This is an optimization exercise on Yosys and OpenROAD, whose aim is small area and a short achievable clock period, not a production implementation. The RTL was checked by simulation tests, not by an equivalence proof against the original design. No activity file was given, so power comes from the tool's default toggle rates.

==> flow/design.v (outline; a module is shown in full before it is edited, if it fits) <==
// module ram: 46 lines
// module ram_aoi3: 6 lines
// module top: 979 lines
// module rst_gate: 6 lines
module top(rst,clk,acc,rom_addr,rom_data,ram_we,ram_waddr,ram_wdata);
  // ...
==> flow/flow/run.sh <==
#!/bin/bash
# The standard layout, with two changes: timing repair aims past the clock
# period, so that the resizer works on the paths that set the achieved period;
# and the port buffers are plain buffers (sky130_fd_sc_hd__buf_4) that the
# resizer may size, instead of the delay cells buffer_ports picks by itself.
set -euo pipefail
export SETUP_SLACK_MARGIN=11
export TNS_END_PERCENT=100
export BUFFER_PORTS_ARGS="-buffer_cell sky130_fd_sc_hd__buf_4"
bash standard.sh > flow_standard.log 2>&1
==> flow/standard.sh <==
#!/bin/bash
# synth_recipe.tcl (not shown) runs the flow's synth.tcl, then flattens the netlist and writes it again
# the make line also repeats each setting of config.mk as NAME=value (left out here)
make -C /OpenROAD-flow-scripts/flow DESIGN_CONFIG=/design/flow/config.mk WORK_HOME=/design/flow/orfs CLKGATE_MAP_FILE= SYNTH_SCRIPT=/design/flow/synth_recipe.tcl "${@:-finish}"
==> flow/config.mk <==
export PLATFORM = sky130hd
export DESIGN_NAME = top
export DESIGN_NICKNAME = top
export VERILOG_FILES = /design/flow/design.v
export SDC_FILE = /design/flow/constraint.sdc
export NUM_CORES = 4
export LEC_CHECK = 0
export CAP_MARGIN = 45
export CORE_MARGIN = 2
export CORE_UTILIZATION = 45
export CTS_CLUSTER_DIAMETER = 100
export CTS_CLUSTER_SIZE = 22
export PLACE_DENSITY = 0.6
export SLEW_MARGIN = 45
export SYNTH_HIERARCHICAL = 1
==> flow/constraint.sdc <==
create_clock -name core_clock -period 20.0 [get_ports {clk}]
set_input_delay 4.0000 -clock core_clock [delete_from_list [all_inputs] [get_ports {clk}]]
set_output_delay 4.0000 -clock core_clock [all_outputs]
set_load 0.01 [all_outputs]
==> results_dict.tcl, run 1 <==
set metrics [dict create \
    status "finished clean" \
    ioPinCount 67 \
    crit_end "rom_addr[4]" \
    vias 75600 \
    synth_top_family_by_area "compound AO/OA/AOI/OAI gates" \
    yosys.area_share.adder_pct 5.37 \
    setup_viol 0 \
    grt_usage_pct 29.9 \
    ant_nets 0 \
    design_area_sq_um 115000 \
    cp_data_arrival_time_ns 4.94 \
    ys.flop_type "edfxtp_1" \
    fin_util_pct 49.1 \
    viasPerCell 6.60 \
    synth_seq_cells 2336 \
    dieArea_sq_um 240000 \
    cts_setup_buffers 34 \
    skew_ns 0.0681 \
    nFillCells 20400 \
    synth_top_area_share_pct 56.7 \
    nets 8675 \
    cap_violations 0 \
    grt_pass1_wl_um 521000 \
    inverters_excl_clock 282 \
    syn_area_sq_um 106000 \
    reg_top3 "ram.mem: 2000 flops, opf: 20 flops, source0_r: 17 flops" \
    netlist_top_cells_area "edfxtp_1, a222oi_1, dfxtp_1" \
    multi_input_area_sq_um 37400 \
    final-seq-area_sq_um 66900 \
]
==> run 2, diff against run 1 <==
--- a/flow/design.v
+++ b/flow/design.v
@@ -53,16 +53,17 @@
 module top(rst,clk,acc,rom_addr,rom_data,ram_we,ram_waddr,ram_wdata);
 output [7:0] acc;
 input rst,clk;
 output [15:0] rom_addr;
 input [23:0] rom_data;
 output ram_we;
 output [7:0] ram_waddr;
 output [7:0] ram_wdata;
+reg [5:0] s3sel;
 reg [10:0] brf;
 reg [20:0] opf;
 reg [7:0] Rs, Rd;
 reg [17:0] f_source0;
 reg [16:0] f_dest0;
 reg [5:0] f_ctrl1;
 reg [1:0] f_op_len;
 reg [17:0] source1;
@@ -683,26 +684,23 @@
 	assign SP = {SPH, 8'b0};
 	assign DPTR = {DPH, DPL};
 	wire c_in  = PSW[7];
 	wire ac_in = PSW[6];
 	assign nop_alu = (des[16:15] == 2'b11);
 	wire s_sfr = src[17] & src[16];
 	wire s_imm = src[17] & src[15];
 	always @(*) begin
-		case (src[12:8])
-			5'b10000: sfrv = ACC;
-			5'b01000: sfrv = B;
-			5'b11000: sfrv = PSW;
-			5'b00010: sfrv = DPL;
-			5'b00011: sfrv = DPH;
-			5'b00111: sfrv = SPH;
-			default:  sfrv = 8'b0;
-		endcase
+		sfrv = ({8{s3sel[0]}} & ACC) | ({8{s3sel[1]}} & B) | ({8{s3sel[2]}} & PSW) |
+		       ({8{s3sel[3]}} & DPL) | ({8{s3sel[4]}} & DPH) | ({8{s3sel[5]}} & SPH);
 	end
+	always@(posedge clk)
+		if (rst) s3sel <= 6'b0;
+		else s3sel <= {source2[12:8] == 5'b00111, source2[12:8] == 5'b00011, source2[12:8] == 5'b00010,
+		               source2[12:8] == 5'b11000, source2[12:8] == 5'b01000, source2[12:8] == 5'b10000};
 	wire [7:0] sv = s_sfr ? sfrv : s_imm ? src[7:0] : opnd;
 	wire ts_a  = (src[12:11] == 2'b10);
 	wire ts_b  = (src[12:11] == 2'b01);
 	wire ts_p  = (src[12:11] == 2'b11);
 	wire ts_lo = (src[12:11] == 2'b00);
 	wire ts_dl = ts_lo & (src[10:8] == 3'b010);
 	wire ts_dh = ts_lo & (src[10:8] == 3'b011);
 	wire ts_sh = ts_lo & (src[10:8] == 3'b111);
@@ -933,17 +931,19 @@
 		brf[8]  <= (ctrl2 == 6'b110001) || (ctrl2 == 6'b110010);
 		brf[9]  <= ctrl2 == 6'b110000;
 		brf[10] <= ctrl2 == 6'b101000;
 	end
 	wire ne_r = (opnd != des[7:0]);
 	wire lt_r = (opnd < des[7:0]);
 	wire ne_i = (ACC != src[7:0]);
 	wire lt_i = (ACC < src[7:0]);
-	wire ne_b = (ACC != bval);
+	wire ne_sfr = (s3sel[1] & (ACC != B)) | (s3sel[2] & (ACC != PSW)) | (s3sel[3] & (ACC != DPL)) |
+	              (s3sel[4] & (ACC != DPH)) | (s3sel[5] & (ACC != SPH)) | (~(|s3sel) & (|ACC));
+	wire ne_b = s_sfr ? ne_sfr : (ACC != opnd);
 	wire lt_b = (ACC < bval);
 	wire cj_ne = brf[8] ? ne_r : brf[9] ? ne_i : ne_b;
 	wire cj_lt = brf[8] ? lt_r : brf[9] ? lt_i : lt_b;
 	wire acc_nz = |ACC;
 	always @(*) begin
 		bv_nr = v & (|brf[7:0] | brf[10]);
 		bt_nr = v & ((brf[0] & ~acc_nz) | (brf[1] & acc_nz) | (brf[2] & c_in) | (brf[3] & ~c_in) |
 		             ((brf[4] | brf[6]) & bitv) | (brf[5] & ~bitv) | (brf[7] & cj_ne) | (brf[10] & (bval != 8'h01)));
==> run 2 against run 1 <==
Effect of this change:
- still clean
- core utilization fell by 0.12 points
- clock power barely moved
- total power fell by 2.3%
- routed wire length fell by 0.74%
- final cell count fell by 0.55%
- synthesized cell count rose by 0.28%
==> results_dict.tcl, run 2 <==
set metrics [dict create \
    status "finished clean" \
    synth_seq_cells 2342 \
    hp-class "flop to flop" \
    required_ns 16.00 \
    ioPinCount 67 \
    syn_inst 8233 \
    first_iter_violations 12900 \
    nFillCells 20500 \
    largest_reg_flops 2000 \
    final-seq-area_sq_um 67000 \
    clk_latency_ns 0.86 \
    portBuffers 66 \
    r2r_slack_ns 11.44 \
    final.min_clock_period_ns 8.94 \
    slowest_delay_ns 0.50 \
    ctsHoldBuffers 0 \
    layout-drive-gt1-share_pct 9.63 \
    yosysMostFrequentCell "edfxtp_1" \
    dp_hpwl_um 246000 \
    initial_core_util_pct 45.3 \
    viasPerCell 6.64 \
    use_met1_pct 40.1 \
    grt_pass1_vias 71300 \
    synth.mux.area_fraction_pct 1.98 \
    power_density_nw_per_um2 82.3 \
    max_freq_ghz 0.112 \
    path_clk_slew_ns 0.09 \
    dpl.cell_count 11200 \
    vias 75700 \
    slew_viol_final 0 \
    yosys_warnings 57 \
    cts_sinks 2342 \
    routed_wl_um 366000 \
    synth-compound-area-share_pct 14.0 \
    rsz0062_at_grt "yes" \
    fin_cells 11400 \
    grt_usage_pct 29.3 \
    cp_cell_sequence "buf_16 > ha_1 > nor4_1 > nand4_1 > a2111oi_2 > a211oi_1 > o31ai_2 > buf_4 > a41o_1 > buf_8 > mux2i_4 > o32a_1 > o21ai_0 > nor2b_2 > buf_4" \
    h-tree-depth 3 \
    netlist_top_cells_area "edfxtp_1, a222oi_1, dfxtp_1" \
    post-route-period-util_pct 44.7 \
    gr-max-usage-layer "met2" \
    reg_top3 "ram.mem: 2000 flops, opf: 20 flops, source0_r: 17 flops" \
    hold_start "ctrl1_r[5]$_DFF_P_" \
    crit_family "compound AO/OA/AOI/OAI gates" \
    gp_congestion 0.964 \
    overflow 0 \
    cp_data_arrival_time_ns 4.94 \
    final_common_cell "edfxtp_1" \
    whs_path_depth 0 \
    tns_ns 0 \
    synth_common_cells "edfxtp_1, nor2_1, a222oi_1" \
    rows 178 \
    grt_max_degree 171 \
    r2r-start "B[1]$_SDFFE_PP0P_" \
    drc 0 \
    nets 8644 \
    crit_buf_inv 4 \
    syn_to_final_growth_pct 8.16 \
    tightest_slew_ns 0.910 \
    finalPower_uw 9490 \
    critPathMaxFanout 28 \
    synth-simple-area-share_pct 10.6 \
    grt_antenna_before_repair 8 \
    crit_type "flop to primary output" \
    cts_root_buf "clkbuf_16" \
    setup_slack_ns 11.06 \
    hold_viol 0 \
    cts_buffers 121 \
    final_cell_mix "edfxtp_1, nor2_1, a222oi_1" \
    pre_cts_ws_ns 10.30 \
    reg2reg_to "B[4]$_SDFFE_PP0P_" \
    synth-edff-count 2006 \
    ys.flop_type "edfxtp_1" \
    wl_per_cell_um 32.1 \
    grt_pass1_wl_um 518000 \
    clockBufferDepth 3 \
    regMostFlops "ram.mem" \
    skew_ns 0.0907 \
    multi_input_area_sq_um 37600 \
    cp_common_cell "buf_4" \
    yosys.area_share.adder_pct 5.39 \
    yosysSeqAreaShare_pct 62.8 \
    core_sq_um 235000 \
    synth_cell_type_count 119 \
    p_leak_uw 0.0395 \
    dieArea_sq_um 241000 \
    peakVddDrop_uv 76.8 \
    synth_top_family_by_area "compound AO/OA/AOI/OAI gates" \
    rr_worst_depth 31 \
    drt-pass1-iter-count 14 \
    avgSynthCellArea_sq_um 13.0 \
    fin_util_pct 49.0 \
    cts_tree "yes" \
    use_met2_pct 46.8 \
    syn_area_sq_um 107000 \
    synth_top_area_share_pct 56.5 \
    cp-end-kind "primary output" \
    whs_endpoint "ctrl2[5]$_DFFE_PN_" \
    async_reset_ff_share_pct 0 \
    die_y_um 491 \
    synth_top_cell_by_area "edfxtp_1" \
    ant_nets 0 \
    synthXorXnorAreaFrac_pct 2.25 \
    use_met3_pct 5.41 \
    setup_viol 0 \
    worst_setup_path_start_kind "flop" \
    fp.dieW_um 491 \
    cp_slowest_cell "dfxtp_4" \
    slew_headroom_pct 38.8 \
    cap_violations 0 \
]
[run 2: changes by cell type in the layout (fill, tap and decap cells not counted), moves of 16 or more]
cell      previous run  this run
a21oi_1            281       313
a22oi_1             35        56
buf_4              229       204
diode_2             30         2
nand2_1            401       347
nand3_1            109       131
nor2_1             875       846
o211ai_1            77        49
o21ai_0            234       218
xnor2_1            144       184
[run 2: timing repair]
item                                   in CTS  in global routing
buffers inserted                            1                  7
resized for setup                          40                 28
setup endpoints to repair                  28                 17
pin swaps                                   1                  5
endpoints found under the hold margin       0                  0
cloned                                      0                  1
[run 2: modules after synthesis, one instance, submodules excluded, a selection]
module / area (sq um) / cells inside / flip-flops and latches / copies in the design
ram: 65000 / 2997 / 2008 / 1
ram_aoi3: 90.1 / 10 / 0 / 86
top: 33700 / 4350 / 334 / 1
[run 2: layout make-up]
type                            count  share of cell area, %
Multi-Input combinational cell   5182                   32.6
Clock buffer                      149                   2.73
Tap cell                         3150                   3.42
Clock inverter                     19                  0.306
Antenna cell                        2                0.00434
Timing Repair Buffer              265                   1.93
Inverter                          286                  0.951
Sequential cell                  2342                   58.1
[run 2: kinds of logic (layout without fill, tap and decap cells)]
group,count (synthesis),after routing
compound gates,1907,1907
xor+xnor,274,274
fa+ha+maj,420,420
buf+inv,774,719
flops,2342,2342
mux,174,174
other cells,1,68
simple gates,2341,2341
[run 2: report_power, final]
part | switching (uW) | internal (uW) | total [uW] | leakage [uW]
registers | 79.4 | 5450 | 5530 | 0.0219
clock network | 1570 | 1160 | 2720 | 0.00169
logic | 861 | 373 | 1230 | 0.0160
[run 2: metrics by stage]
step / area (sq um) / hold slack [ns]
floorplan: 107000 / 0.346
global placement: 111000 / 0.391
detailed placement: 111000 / 0.389
CTS: 115000 / 0.413
global route: 115000 / 0.418
finish: 115000 / 0.406
[run 2: worst max path at each step]
stage	start	end	slack, ns	depth (start not counted)
2_1_floorplan	rst	rom_addr[11]	11.66	2
3_3_place_gp	B[4]$_SDFFE_PP0P_	B[4]$_SDFFE_PP0P_	10.05	26
3_5_place_dp	B[4]$_SDFFE_PP0P_	B[4]$_SDFFE_PP0P_	10.30	30
4_1_cts	ACC[5]$_SDFFE_PP0P_	rom_addr[5]	11.00	14
5_1_grt	ACC[5]$_SDFFE_PP0P_	rom_addr[5]	10.97	15
6_report	ACC[5]$_SDFFE_PP0P_	rom_addr[5]	11.06	15
[run 2: routing by layer]
metal	up-vias	wire length [um]	share of wire (%)
met5	-	48	0.013
met4	8	15200	4.2
met3	657	35600	9.7
met2	4401	170000	46
met1	38200	145000	40
li1	32400	-	-

[afterwards: timing with drivers on the ports]
The results above use ideal ports. As a check the final layouts listed here were re-extracted and re-timed, cells and wires unchanged.
Step 1 (the two cells are an assumption about what drives the block):
set clk [get_ports {clk}]
set_driving_cell -lib_cell sky130_fd_sc_hd__clkbuf_16 $clk
set_driving_cell -lib_cell sky130_fd_sc_hd__buf_2 [delete_from_list [all_inputs] $clk]
Step 2 also shifts input and output timing later by t, the mid clock arrival at the registers, as if the neighbouring blocks saw the same clock.
a / b / c = ideal ports / drivers / drivers and shift; a / b = the first two.
run	t (ns)	slack for setup (ns)	hold WS [ns]	worst register clock-pin slew, ns	worst slew at a driven data input, ns
run 1	0.912	11.059 / 10.945 / 10.401	0.403 / 0.403 / 0.403	0.10 / 0.10	0.20
run 2	0.907	11.059 / 10.963 / 10.902	0.406 / 0.406 / 0.406	0.10 / 0.10	0.05
After both steps setup and hold are still met in every run listed. The setup slack of run 1, which loses most, moves by -0.114 ns with the drivers and by -0.658 ns with both steps.
